This design comes from an exercise in tuning for small area on the open sky130 flow, not from production work.
The RTL was checked by simulation tests, not by an equivalence proof against the original design.
No driver is modelled on the clock port, so clock power and skew are understated where the tree is cut down; a real chip needs a root buffer or a tree.
No activity file was given, so power comes from the tool's default toggle rates.

Design intercepte, start of the top module:
module intercepte
(
input clk50, reset,
input start, pause, fire,
input [NCHV-1:0] ChvCode,
output LEDGameOver,
output LEDPause1, LEDPause2,
output reg [SZGR-1:0] SR_GR,
output reg [SZRD-1:0] SR_RD,
output [6:0] DscM,
output [6:0] DscC,
output [6:0] DscD,
output [6:0] DscU,
output [6:0] DcrD,
output [6:0] DcrU
);
parameter SZRD = 18;
parameter SZGR = 8;
parameter NCHV = 8;
function [6:0] seg7;
	input [3:0] v;
	seg7 = {(~v[3] & ~v[2] & ~v[1]) | (v[2] & v[1] & v[0]),
	        (~v[2] & v[1]) | (~v[3] & ~v[2] & v[0]) | (v[1] & v[0]),
	        (v[2] & ~v[1]) | v[0],
	        (v[2] & ~v[1] & ~v[0]) | (~v[3] & ~v[2] & ~v[1] & v[0]) | (v[2] & v[1] & v[0]),
	        ~v[2] & v[1] & ~v[0],
	        (v[2] & v[1] & ~v[0]) | (v[2] & ~v[1] & v[0]),
	        (~v[3] & ~v[2] & ~v[1] & v[0]) | (v[2] & ~v[1] & ~v[0])};
endfunction
function [2:0] inc5;
	input [2:0] m;
	inc5 = {~((~m[2] & m[1]) | (~m[0])), (~m[1]) | (m[2] & m[0]), (~m[2])};
endfunction
function [2:0] dec5;
	input [2:0] m;
	dec5 = {(~m[0]), ~((m[1] & m[0])), (~m[1] & m[0]) | (m[2])};
endfunction
function is0;
	input [2:0] m;
	is0 = (~m[2] & ~m[0]);
endfunction
function is4;
	input [2:0] m;
	is4 = (m[1] & ~m[0]);
endfunction
function [6:0] seg7q;
	input h;
	input [2:0] m;
	seg7q = {(~h & ~m[2] & ~m[0]) | (~h & ~m[2] & m[1]) | (h & ~m[1] & m[0]),
  ...
For scale: roughly 500 cells after synthesis, ~90 flip-flops, ~4300 µm² of cells after synthesis.
==> flow/config.mk <==
export PLATFORM = sky130hd
export DESIGN_NAME = intercepte
export DESIGN_NICKNAME = intercepte
export VERILOG_FILES = /design/flow/design.v
export SDC_FILE = /design/flow/constraint.sdc
export NUM_CORES = 4
export LEC_CHECK = 0
export CAP_MARGIN = 20
export CORE_MARGIN = 2
export CORE_UTILIZATION = 70
export PLACE_DENSITY = 0.8
export SLEW_MARGIN = 20
==> flow/constraint.sdc <==
create_clock -name core_clock -period 20.0 [get_ports {clk50}]
set_input_delay 4.0000 -clock core_clock [delete_from_list [all_inputs] [get_ports {clk50}]]
set_output_delay 4.0000 -clock core_clock [all_outputs]
set_load 0.01 [all_outputs]
standard.sh (not shown) runs the stock make flow with config.mk's settings and CLKGATE_MAP_FILE= SYNTH_SCRIPT=/design/flow/synth_recipe.tcl, a recipe that flattens the netlist after the stock synthesis.
==> flow/flow/run.sh <==
#!/bin/bash
# ORFS layout through the standard.sh, with:
#  - synthesis: ORFS's script without the full-adder extraction and with an area-oriented
#    ABC script (registers are untouched: same passes, flattening and names);
#  - the smallest buffer (buf_1) on the ports;
#  - a small two-level clock tree (clock_tree.tcl, in place of TritonCTS's tree).
set -euo pipefail
here=$(pwd)
export ADDER_MAP_FILE=
export AREA_ABC_SCRIPT=$here/flow/area.abc
export BUFFER_PORTS_ARGS="-buffer_cell sky130_fd_sc_hd__buf_1"
export PRE_CTS_TCL=$here/flow/clock_tree.tcl
bash standard.sh SYNTH_SCRIPT=$here/flow/synth.tcl synth > synth.log 2>&1
bash standard.sh SYNTH_SCRIPT=$here/flow/synth.tcl finish > layout.log 2>&1
Other scripts of this flow, unchanged in this note and not shown: flow/flow/area.abc, flow/flow/clock_tree.tcl, flow/flow/synth.tcl
Next try:
--- a/flow/design.v
+++ b/flow/design.v
@@ -87,36 +87,35 @@
 	w_m1n = (m[0]);
 endfunction
 function w_m0le1;
 	input [2:0] m;
 	w_m0le1 = ~((~m[1] & m[0]) | (m[2]));
 endfunction
 localparam [2:0] M1 = 3'b011, M4 = 3'b110;
-reg [4:0] tx_s, ty_s;
+reg [4:0] tx_s, ty;
 wire [4:0] tx = tx_s ^ 5'd24;
-wire [4:0] ty = ty_s ^ 5'd9;
 wire tick = tx[4] & tx[3];
 always @(posedge clk50 or negedge reset)
 begin
 	if (!reset)
 	begin
 		tx_s <= 5'd0;
-		ty_s <= 5'd0;
+		ty <= 5'd0;
 	end
 	else
 	begin
 		tx_s <= (tick ? 5'd0 : tx + 5'd1) ^ 5'd24;
 		if (tick)
-			ty_s <= ((ty[4] & ty[1] & ty[0]) ? 5'd0 : ty + 5'd1) ^ 5'd9;
+			ty <= (ty[4] & ty[1] & ty[0]) ? 5'd0 : ty + 5'd1;
 	end
 end
-wire ev_gr = tick & ~ty[0];
-wire ev_sc = tick & ty[0];
-wire ev_rd = tick & ty[1] & ty[0];
-wire ev_1  = tick & ty[4] & ty[1] & ty[0];
+wire ev_gr = tick & ty[0];
+wire ev_sc = tick & ~ty[0];
+wire ev_rd = tick & ty[1] & ~ty[0];
+wire ev_1  = tick & (ty[3:0] == 4'b1010);
 reg [1:0] es;
 always @(posedge clk50 or negedge reset)
 	if (!reset)
 		es <= 2'b00;
 	else
 		es <= {es[0], ~(es[0] | es[1])};
 function [6:0] p_step;
@@ -282,18 +281,32 @@
 wire b_q = b_3 & ~h3 & is0(m3);
 wire a_w = (sq == 3'd3) & w_m3p(m3) & h2 & w_m2p(m2) &
            (h1 | w_m1ge2(m1) | (w_m1e1(m1) & h0 & w_m0ge3(m0)));
 wire m_w = (sq == 3'd4) & w_m3n(m3) & ~h2 & w_m2n(m2) & ~h1 & w_m1n(m1) &
            (~h0 | w_m0le1(m0));
 wire       w_nz = ~is0(m0);
 wire       w_c = h0 & w_nz;
-wire [2:0] w_u = w_c ? inc5(m1) : m1;
-wire       w_uh = h1 ^ (w_c & is4(m1));
-wire [2:0] w_m1 = inc5(w_u);
-wire       w_h1 = w_uh ^ is4(w_u);
+reg        w_h1;
+reg  [2:0] w_m1;
+always @(*)
+	case ({w_c, h1, m1})
+		5'b0_0_011: {w_h1, w_m1} = {1'b0, 3'b001};
+		5'b0_0_001: {w_h1, w_m1} = {1'b0, 3'b111};
+		5'b0_0_111: {w_h1, w_m1} = {1'b0, 3'b110};
+		5'b0_0_110: {w_h1, w_m1} = {1'b1, 3'b000};
+		5'b0_1_000: {w_h1, w_m1} = {1'b1, 3'b011};
+		5'b0_1_011: {w_h1, w_m1} = {1'b1, 3'b001};
+		5'b1_0_011: {w_h1, w_m1} = {1'b0, 3'b111};
+		5'b1_0_001: {w_h1, w_m1} = {1'b0, 3'b110};
+		5'b1_0_111: {w_h1, w_m1} = {1'b1, 3'b000};
+		5'b1_0_110: {w_h1, w_m1} = {1'b1, 3'b011};
+		5'b1_1_000: {w_h1, w_m1} = {1'b1, 3'b001};
+		5'b1_1_011: {w_h1, w_m1} = {1'b1, 3'b111};
+		default: {w_h1, w_m1} = {1'b0, 3'b000};
+	endcase
 always @(posedge clk50 or negedge reset)
 	if (!reset)
 	begin
 		sq <= 3'd0;
 		{h3, h2, h1, h0} <= 4'b0;
 		{m3, m2, m1, m0} <= {4{3'b000}};
 	end
@@ -354,13 +367,13 @@
 				if (is0(m3)) h3 <= ~h3;
 			end
 			if (b_q) sq <= sq - 3'd1;
 		end
 	end
 wire inr = (sq == 3'd0);
 wire big = ~sq[2] & ~inr;
-wire [2:0] m_clamp = big ? 3'b100 : 3'b000;
+wire [2:0] m_clamp = big ? 3'b110 : 3'b000;
 assign DscM = seg7q(inr ? h3 : big, inr ? m3 : m_clamp);
 assign DscC = seg7q(inr ? h2 : big, inr ? m2 : m_clamp);
 assign DscD = seg7q(inr ? h1 : big, inr ? m1 : m_clamp);
 assign DscU = seg7q(inr ? h0 : big, inr ? m0 : m_clamp);
 endmodule
What happened: The new run completed without violations. Wire length rose by a few percent. Worst hold slack is worse by 0.0075 ns. Worst setup slack is better by 0.38 ns. Register-to-register slack is worse by 0.32 ns. Design area fell slightly. Total power hardly moves. Area after synthesis fell slightly. Via count stays flat.
In every run of this note, the design's own scripts or RTL, not TritonCTS, make the clock network.

-- port drivers added, routing unchanged --
No port has a modelled driver above. Below, the same layouts with a new extraction and two added sets of constraints.
Step 1 sets driving cells, clkbuf_16 on the clock port and buf_2 on the other inputs (assumed; they add their load-dependent delay and slew).
Step 2, shift: input delay + t, output delay - t, t = (earliest + latest rising clock arrival at the registers) / 2. This alone moves slack from input paths to output paths.
Three values: ideal ports, drivers, drivers and shift; two values: the first two.
run | shift t [ns] | setup slack, ns | hold slack, ns | pins driven straight from the clock port
the first run | 0.430 | 13.301 / 13.273 / 13.703 | 0.384 / 0.384 / 0.384 | 1
the second run | 0.436 | 13.678 / 13.649 / 14.085 | 0.376 / 0.376 / 0.376 | 1
After both steps setup and hold are still met in every run listed.
